Context: an optimization exercise on an open-source flow, tuned for a short achievable clock period and few clock cycles. The choices shown serve that exercise and are no tape-out recipe.
At most, simulation tests tie the RTL to the original design; equivalence was not proved.

==> run G <==
==> flow/design.v (excerpt) <==
module mips_single_cycle (
    input  wire        clk,
    input  wire        rst,
    output wire [31:0] imem_addr,
    input  wire [31:0] imem_rdata,
    output wire        dmem_we,
    output wire [31:0] dmem_addr,
    output wire [31:0] dmem_wdata,
    input  wire [31:0] dmem_rdata
);
Settings: LEC_CHECK=0, ABC_CLOCK_PERIOD_IN_PS=2000, CAP_MARGIN=20, CORE_MARGIN=2, CORE_UTILIZATION=45, SETUP_SLACK_MARGIN=5.0, SLEW_MARGIN=20; clock period 8.0 ns.
run.sh (not shown) runs the stock make flow with config.mk's settings and CLKGATE_MAP_FILE= SYNTH_SCRIPT=/design/flow/synth_recipe.tcl, a recipe that flattens the netlist after the stock synthesis.
==> inputs of run B, as changes to run G <==
--- a/flow/design.v
+++ b/flow/design.v
@@ -1,15 +1,15 @@
 module ks_add #(parameter W = 32) (
     input  wire [W-1:0] a,
     input  wire [W-1:0] b,
     input  wire         cin,
     output wire [W-1:0] s
 );
-    localparam L = $clog2(W);
+    parameter L = 5;   
     wire [(L+1)*W-1:0] g;
     wire [(L+1)*W-1:0] p;
     wire [W-1:0] x = a ^ b;
     assign g[W-1:0] = (a & b) | {{(W-1){1'b0}}, cin & x[0]};
     assign p[W-1:0] = x;
     genvar i, k;
     generate
         for (k = 0; k < L; k = k + 1) begin : lvl
@@ -143,127 +143,145 @@
     output wire [31:0] dmem_addr,
     output wire [31:0] dmem_wdata,
     input  wire [31:0] dmem_rdata
 );
     localparam OP_R = 6'b000000, OP_LW = 6'b100011, OP_SW = 6'b101011,
                OP_BEQ = 6'b000100, OP_ADDI = 6'b001000, OP_J = 6'b000010;
     reg  [31:0] pc;
     reg         valid_d;
-    reg  [31:0] ir_d, pc4_d;
+    reg  [31:0] ir_d, pc4_d, ra_d, rb_d;
+    reg         se_s, sw_s, sx_s, sr_s;
+    reg         se_t, sw_t, sx_t, sr_t;
     reg         valid_e;
-    reg  [31:0] a_e, b_e, sd_e, bt_e;
+    reg  [31:0] a_e, b_e, sd_e, bt_e, ad_e;
     reg         add_e, sub_e, and_e, or_e, slt_e;
     reg         wr_e, ld_e, st_e, br_e;
     reg  [4:0]  rd_e;
-    reg  [31:0] alu_m, sd_m;
-    reg         wr_m, ld_m, st_m;
-    reg  [4:0]  rd_m;
     reg  [31:0] res_w;
     reg         wr_w;
     reg  [4:0]  rd_w;
+    reg  [31:0] res_x;
     wire [31:0] sum, diff;
     ks_add #(32) add_s(a_e, b_e, 1'b0, sum);
     ks_add #(32) add_d(a_e, ~b_e, 1'b1, diff);
     wire        lt   = (a_e[31] & ~b_e[31]) | (~(a_e[31] ^ b_e[31]) & diff[31]);
     wire [31:0] alu  = ({32{add_e}} & sum) | ({32{sub_e}} & diff) |
                        ({32{and_e}} & (a_e & b_e)) | ({32{or_e}} & (a_e | b_e)) |
                        {31'b0, slt_e & lt};
+    wire [31:0] res_e   = ld_e ? dmem_rdata : alu;
     wire        redir_e = valid_e & br_e & (a_e == b_e);
     wire [5:0]  op_d  = ir_d[31:26];
     wire [5:0]  fn_d  = ir_d[5:0];
     wire [4:0]  rs_d  = ir_d[25:21];
     wire [4:0]  rt_d  = ir_d[20:16];
     wire [4:0]  rdf_d = ir_d[15:11];
     wire [31:0] imm_d = {{16{ir_d[15]}}, ir_d[15:0]};
     wire is_r    = op_d == OP_R;
     wire is_lw   = op_d == OP_LW;
     wire is_sw   = op_d == OP_SW;
     wire is_beq  = op_d == OP_BEQ;
     wire is_addi = op_d == OP_ADDI;
     wire imm0    = ir_d[15:0] == 16'd0;
     wire same    = rs_d == rt_d;
-    wire beq_d   = is_beq & ~imm0 & ~same;
-    wire redir_d = valid_d & ~redir_e & is_beq & ~imm0 & same;
-    wire use_rs  = is_r | is_lw | is_sw | is_addi | beq_d;
-    wire use_rt  = is_r | is_sw | beq_d;
+    wire beq_d   = is_beq & ~imm0;
     wire [4:0] dst_d = is_r ? rdf_d : rt_d;
     wire wr_d    = (is_r | is_lw | is_addi) & (dst_d != 5'd0);
     wire r_add = is_r & (fn_d == 6'b100000);
     wire r_sub = is_r & (fn_d == 6'b100010);
     wire r_or  = is_r & (fn_d == 6'b100101);
     wire r_slt = is_r & (fn_d == 6'b101010);
     wire r_and = is_r & ~r_add & ~r_sub & ~r_or & ~r_slt;
-    wire stall = valid_d & valid_e & ld_e & wr_e &
-                 ((use_rs & (rs_d == rd_e)) | (use_rt & (rt_d == rd_e)));
+    wire stall = valid_d & (is_lw | is_sw) & se_s;
+    wire [31:0] rs_wx = ({32{sw_s}} & res_w) | ({32{sx_s}} & res_x) | ({32{sr_s}} & ra_d);
+    wire [31:0] rt_wx = ({32{sw_t}} & res_w) | ({32{sx_t}} & res_x) | ({32{sr_t}} & rb_d);
+    wire [31:0] rs_val = se_s ? res_e : rs_wx;
+    wire [31:0] rt_val = se_t ? res_e : rt_wx;
+    wire        alusrc = is_addi;
+    wire [31:0] b_val  = (se_t & ~alusrc) ? res_e : (alusrc ? imm_d : rt_wx);
+    wire        sumdep = add_e & (se_s ^ se_t);
+    wire [31:0] kval   = se_s ? rt_wx : rs_wx;
+    wire [31:0] rq     = a_e ^ b_e ^ kval;                  
+    wire [31:0] co     = (a_e & b_e) | (rq & (a_e ^ b_e));  
+    wire        eq_sum = ~rq[0] & (rq[31:1] == co[30:0]);
+    wire        eq_wx  = rs_wx == rt_wx;
+    wire        nodep  = ~se_s & ~se_t;
+    wire        redir_d = valid_d & ~redir_e & beq_d &
+                          (same | (nodep & eq_wx) | (sumdep & eq_sum));
+    wire        br_d   = beq_d & ~same & ~nodep & ~sumdep;
+    wire [31:0] ad_d;
+    ks_add #(32) add_a(rs_wx, imm_d, 1'b0, ad_d);
+    wire [4:0]  rs_f = imem_rdata[25:21];
+    wire [4:0]  rt_f = imem_rdata[20:16];
     wire [31:0] rf1, rf2;
-    register_file RF(clk, wr_w, rs_d, rt_d, rd_w, res_w, rf1, rf2);
-    wire [31:0] mval = ld_m ? dmem_rdata : alu_m;
-    wire hs_e = wr_e & (rs_d == rd_e);
-    wire hs_m = wr_m & (rs_d == rd_m);
-    wire hs_w = wr_w & (rs_d == rd_w);
-    wire ht_e = wr_e & (rt_d == rd_e);
-    wire ht_m = wr_m & (rt_d == rd_m);
-    wire ht_w = wr_w & (rt_d == rd_w);
-    wire [31:0] rs_old = hs_m ? mval : hs_w ? res_w : (rs_d == 5'd0) ? 32'd0 : rf1;
-    wire [31:0] rt_old = ht_m ? mval : ht_w ? res_w : (rt_d == 5'd0) ? 32'd0 : rf2;
-    wire [31:0] rs_val = hs_e ? alu : rs_old;
-    wire [31:0] rt_val = ht_e ? alu : rt_old;
-    wire        alusrc = is_lw | is_sw | is_addi;
-    wire [31:0] b_val  = (ht_e & ~alusrc) ? alu : (alusrc ? imm_d : rt_old);
+    register_file RF(clk, wr_w, rs_f, rt_f, rd_w, res_w, rf1, rf2);
+    wire        wr_dv = valid_d & wr_d;
+    wire        fe_s = wr_dv & (rs_f == dst_d);
+    wire        fw_s = ~fe_s & wr_e & (rs_f == rd_e);
+    wire        fx_s = ~fe_s & ~fw_s & wr_w & (rs_f == rd_w);
+    wire        fr_s = ~fe_s & ~fw_s & ~fx_s & (rs_f != 5'd0);
+    wire        fe_t = wr_dv & (rt_f == dst_d);
+    wire        fw_t = ~fe_t & wr_e & (rt_f == rd_e);
+    wire        fx_t = ~fe_t & ~fw_t & wr_w & (rt_f == rd_w);
+    wire        fr_t = ~fe_t & ~fw_t & ~fx_t & (rt_f != 5'd0);
     wire [31:0] pc4;
     ks_add #(32) add_p(pc, 32'd4, 1'b0, pc4);
     wire        j_f   = imem_rdata[31:26] == OP_J;
     wire [31:0] jt_f  = {pc4[31:28], imem_rdata[25:0], 2'b00};
     wire [31:0] bt_d;
     ks_add #(32) add_b(pc4_d, {imm_d[29:0], 2'b00}, 1'b0, bt_d);
-    wire        take_j = j_f & ~redir_e & ~redir_d & ~stall;
-    wire [31:0] pc_nj = redir_e ? bt_e : redir_d ? bt_d : stall ? pc : pc4;
-    wire [31:0] pc_next = take_j ? jt_f : pc_nj;
+    wire [31:0] pc_f  = stall ? pc : j_f ? jt_f : pc4;
+    wire [31:0] pc_next = redir_e ? bt_e : redir_d ? bt_d : pc_f;
     always @(posedge clk or posedge rst) begin
         if (rst) begin
             pc      <= 32'd0;
             valid_d <= 1'b0;
             valid_e <= 1'b0;
             wr_e <= 1'b0; ld_e <= 1'b0; st_e <= 1'b0; br_e <= 1'b0;
-            wr_m <= 1'b0; ld_m <= 1'b0; st_m <= 1'b0;
             wr_w <= 1'b0;
         end else begin
             pc <= pc_next;
             if (redir_e | redir_d) valid_d <= 1'b0;
             else if (!stall)       valid_d <= 1'b1;
             if (redir_e | stall | ~valid_d) begin
                 valid_e <= 1'b0;
                 wr_e <= 1'b0; ld_e <= 1'b0; st_e <= 1'b0; br_e <= 1'b0;
             end else begin
                 valid_e <= 1'b1;
-                wr_e <= wr_d; ld_e <= is_lw; st_e <= is_sw; br_e <= beq_d;
+                wr_e <= wr_d; ld_e <= is_lw; st_e <= is_sw; br_e <= br_d;
             end
-            wr_m <= wr_e; ld_m <= ld_e; st_m <= st_e;
-            wr_w <= wr_m;
+            wr_w <= wr_e;
         end
     end
     always @(posedge clk) begin
-        if (!stall) begin
+        if (stall) begin
+            ra_d <= rs_wx;
+            rb_d <= rt_wx;
+            se_s <= 1'b0; sw_s <= se_s; sx_s <= 1'b0; sr_s <= ~se_s;
+            se_t <= 1'b0; sw_t <= se_t; sx_t <= 1'b0; sr_t <= ~se_t;
+        end else begin
             ir_d  <= imem_rdata;
             pc4_d <= pc4;
+            ra_d  <= rf1;
+            rb_d  <= rf2;
+            se_s <= fe_s; sw_s <= fw_s; sx_s <= fx_s; sr_s <= fr_s;
+            se_t <= fe_t; sw_t <= fw_t; sx_t <= fx_t; sr_t <= fr_t;
         end
         a_e   <= rs_val;
         b_e   <= b_val;
         sd_e  <= rt_val;
         bt_e  <= bt_d;
+        ad_e  <= ad_d;
         rd_e  <= dst_d;
         add_e <= r_add | alusrc;
         sub_e <= r_sub;
         and_e <= r_and;
         or_e  <= r_or;
         slt_e <= r_slt;
-        alu_m <= alu;
-        sd_m  <= sd_e;
-        rd_m  <= rd_e;
-        res_w <= mval;
-        rd_w  <= rd_m;
+        res_w <= res_e;
+        rd_w  <= rd_e;
+        res_x <= res_w;
     end
     assign imem_addr  = pc;
-    assign dmem_we    = st_m;
-    assign dmem_addr  = alu_m;
-    assign dmem_wdata = sd_m;
-endmodule
+    assign dmem_we    = st_e;
+    assign dmem_addr  = ad_e;
+    assign dmem_wdata = sd_e;
+endmodule
==> flow/flow/run.sh (new file) <==
#!/bin/bash
# Standard ORFS layout (the standard.sh, unchanged synthesis script and
# registers), except that Yosys's full/half-adder extraction is skipped
# (ADDER_MAP_FILE empty) so that ABC maps the adders as plain logic.
set -euo pipefail
bash standard.sh ADDER_MAP_FILE= finish > make_finish.log 2>&1
==> flow/standard.sh (new file) <==
#!/bin/bash
# synth_recipe.tcl (not shown) runs the flow's synth.tcl, then flattens the netlist and writes it again
# the make line also repeats each setting of config.mk as NAME=value (left out here)
make -C /OpenROAD-flow-scripts/flow DESIGN_CONFIG=/design/flow/config.mk WORK_HOME=/design/flow/orfs CLKGATE_MAP_FILE= SYNTH_SCRIPT=/design/flow/synth_recipe.tcl "${@:-finish}"
removed: flow/run.sh
==> inputs of run M, as changes to run G <==
--- a/flow/design.v
+++ b/flow/design.v
@@ -1,36 +1,27 @@
-module ks_add #(parameter W = 32) (
-    input  wire [W-1:0] a,
-    input  wire [W-1:0] b,
-    input  wire         cin,
-    output wire [W-1:0] s
-);
-    localparam L = $clog2(W);
-    wire [(L+1)*W-1:0] g;
-    wire [(L+1)*W-1:0] p;
-    wire [W-1:0] x = a ^ b;
-    assign g[W-1:0] = (a & b) | {{(W-1){1'b0}}, cin & x[0]};
-    assign p[W-1:0] = x;
-    genvar i, k;
-    generate
-        for (k = 0; k < L; k = k + 1) begin : lvl
-            for (i = 0; i < W; i = i + 1) begin : col
-                if (i >= (1 << k)) begin : comb
-                    assign g[(k+1)*W+i] = g[k*W+i] | (p[k*W+i] & g[k*W+i-(1<<k)]);
-                    assign p[(k+1)*W+i] = p[k*W+i] & p[k*W+i-(1<<k)];
-                end else begin : pass
-                    assign g[(k+1)*W+i] = g[k*W+i];
-                    assign p[(k+1)*W+i] = p[k*W+i];
-                end
-            end
-        end
-    endgenerate
-    wire [W-1:0] c = {g[L*W +: W-1], cin};
-    assign s = x ^ c;
+module alu_32bit(
+    input  wire [31:0] a,
+    input  wire [31:0] b,
+    input  wire [3:0]  alu_ctrl,
+    output reg  [31:0] y,
+    output wire        zero
+);
+    assign zero = (y == 32'b0);
+    always @* begin
+        case (alu_ctrl)
+            4'b0000: y = a & b;
+            4'b0001: y = a | b;
+            4'b0010: y = a + b;
+            4'b0110: y = a - b;
+            4'b0111: y = ($signed(a) < $signed(b)) ? 32'd1 : 32'd0;
+            4'b1100: y = ~(a | b);
+            default: y = 32'b0;
+        endcase
+    end
 endmodule
 module register_file(
     input  wire        clk,
     input  wire        we3,
     input  wire [4:0]  a1, a2, a3,
     input  wire [31:0] wd3,
     output wire [31:0] rd1, rd2
 );
@@ -155,19 +146,18 @@
     reg         wr_e, ld_e, st_e, br_e;
     reg  [4:0]  rd_e;
     reg  [31:0] alu_m, sd_m;
     reg         wr_m, ld_m, st_m;
     reg  [4:0]  rd_m;
     reg  [31:0] res_w;
     reg         wr_w;
     reg  [4:0]  rd_w;
-    wire [31:0] sum, diff;
-    ks_add #(32) add_s(a_e, b_e, 1'b0, sum);
-    ks_add #(32) add_d(a_e, ~b_e, 1'b1, diff);
+    wire [31:0] sum  = a_e + b_e;
+    wire [31:0] diff = a_e - b_e;
     wire        lt   = (a_e[31] & ~b_e[31]) | (~(a_e[31] ^ b_e[31]) & diff[31]);
     wire [31:0] alu  = ({32{add_e}} & sum) | ({32{sub_e}} & diff) |
                        ({32{and_e}} & (a_e & b_e)) | ({32{or_e}} & (a_e | b_e)) |
                        {31'b0, slt_e & lt};
     wire        redir_e = valid_e & br_e & (a_e == b_e);
     wire [5:0]  op_d  = ir_d[31:26];
     wire [5:0]  fn_d  = ir_d[5:0];
     wire [4:0]  rs_d  = ir_d[25:21];
@@ -204,22 +194,20 @@
     wire ht_m = wr_m & (rt_d == rd_m);
     wire ht_w = wr_w & (rt_d == rd_w);
     wire [31:0] rs_old = hs_m ? mval : hs_w ? res_w : (rs_d == 5'd0) ? 32'd0 : rf1;
     wire [31:0] rt_old = ht_m ? mval : ht_w ? res_w : (rt_d == 5'd0) ? 32'd0 : rf2;
     wire [31:0] rs_val = hs_e ? alu : rs_old;
     wire [31:0] rt_val = ht_e ? alu : rt_old;
     wire        alusrc = is_lw | is_sw | is_addi;
     wire [31:0] b_val  = (ht_e & ~alusrc) ? alu : (alusrc ? imm_d : rt_old);
-    wire [31:0] pc4;
-    ks_add #(32) add_p(pc, 32'd4, 1'b0, pc4);
+    wire [31:0] pc4   = pc + 32'd4;
     wire        j_f   = imem_rdata[31:26] == OP_J;
     wire [31:0] jt_f  = {pc4[31:28], imem_rdata[25:0], 2'b00};
-    wire [31:0] bt_d;
-    ks_add #(32) add_b(pc4_d, {imm_d[29:0], 2'b00}, 1'b0, bt_d);
+    wire [31:0] bt_d  = pc4_d + {imm_d[29:0], 2'b00};
     wire        take_j = j_f & ~redir_e & ~redir_d & ~stall;
     wire [31:0] pc_nj = redir_e ? bt_e : redir_d ? bt_d : stall ? pc : pc4;
     wire [31:0] pc_next = take_j ? jt_f : pc_nj;
     always @(posedge clk or posedge rst) begin
         if (rst) begin
             pc      <= 32'd0;
             valid_d <= 1'b0;
             valid_e <= 1'b0;
==> impl_metrics.toml <==
[status]
outcome = "complete, no violations"

[final_layout]
layout_common_cells = "1088 x edfxtp_1, 636 x mux4_2, 237 x buf_4"

[power_and_ir_drop]
p_int_mw = 14.2
p_clk_mw = 6.90

[floorplan]
die_x_um = 389
nWellTaps = 1930

[synth]
synth_fa_ha_area_frac = 0.0246
synth-compound-area-share = 0.0663
synth_area_leaders = "edfxtp_1 49%, mux4_2 21%, dfxtp_1 7.6%, ha_1 2.4%, mux2_2 1.7%"
synth_commonest_cells = "1088 x edfxtp_1, 636 x mux4_2, 254 x dfxtp_1"
avgSynthCellArea_um2 = 16.1

[timing]
timing.fmax_mhz = 285
maxSlewHeadroom = 0.323

[placement]
dp_hpwl_mm = 118

[grt]
grt_util_met2 = 0.465
grt_start_max_net_pins = 75
The numbers above come from run G.

==> impl_metrics.toml <==
[status]
outcome = "complete, no violations"

[placement]
dp_hpwl_mm = 119

[floorplan]
nWellTaps = 1917
die_x_um = 388

[power_and_ir_drop]
p_clk_mw = 7.06
p_int_mw = 14.4

[grt]
grt_start_max_net_pins = 69

[synth]
synth_area_leaders = "edfxtp_1 49%, mux4_2 22%, dfxtp_1 7.7%, ha_1 2.4%, dfrtp_1 1.6%"
synth_fa_ha_area_frac = 0.0248
synth_commonest_cells = "1088 x edfxtp_1, 637 x mux4_2, 254 x dfxtp_1"
The numbers above come from run M.

==> impl_metrics.toml <==
[placement]
dp_hpwl_mm = 138

[synth]
avgSynthCellArea_um2 = 14.8
synth_area_leaders = "edfxtp_1 46%, mux4_2 20%, dfxtp_1 8.8%, xnor2_1 2.9%, nand2_1 1.7%"
synth_commonest_cells = "1088 x edfxtp_1, 634 x mux4_2, 320 x nand2_1"

[floorplan]
die_x_um = 400
nWellTaps = 2058

[status]
outcome = "complete, no violations"

[timing]
maxSlewHeadroom = 0.320
fin_crit_sh = 0.460
timing.fmax_mhz = 272

[grt]
grt_util_met2 = 0.479
grt_start_max_net_pins = 92

[power_and_ir_drop]
p_int_mw = 14.6
p_clk_mw = 7.12
p_clk_frac = 0.350
power.leakage_nw = 31.2

[worst_hold_path]
whs_path_depth = 0

[final_layout]
layout_common_cells = "1088 x edfxtp_1, 634 x mux4_2, 471 x buf_4"

[worst_setup_path]
arrival_ps = 4390
The numbers above come from run B.

Testbench counts of run B, summed over its fixed seeds: cycles 45,528.
Testbench counts of run M, summed over its fixed seeds: cycles 47,351.
Function not checked in run G: the RTL went through the layout flow alone.

## what the ideal ports hide
How much do the figures lean on ideal ports? The routed layouts below were timed once more, with nothing changed but the port constraints. Step 1 sets driving cells, clkbuf_16 on the clock port and buf_2 on the other inputs (assumed; they add their load-dependent delay and slew). Step 2 times the ports against the registers' clock, not the clock port: input delays grow and output delays shrink by t, the midpoint of the rising clock arrivals with the driver on. a / b / c = ideal / step 1 / step 2; a / b = the first two.
run	t (ns)	slack for setup (ns)	hold WS [ns]
run G	0.879	4.490 / 4.490 / 4.036	0.323 / 0.323 / 0.323
run B	0.883	4.323 / 4.323 / 3.801	0.370 / 0.370 / 0.370
run M	0.867	4.407 / 4.407 / 4.188	0.325 / 0.325 / 0.325
After both steps every run listed still meets setup and hold. The setup slack of run B, which loses most, moves by 0.000 ns with the drivers and by -0.522 ns with both steps.
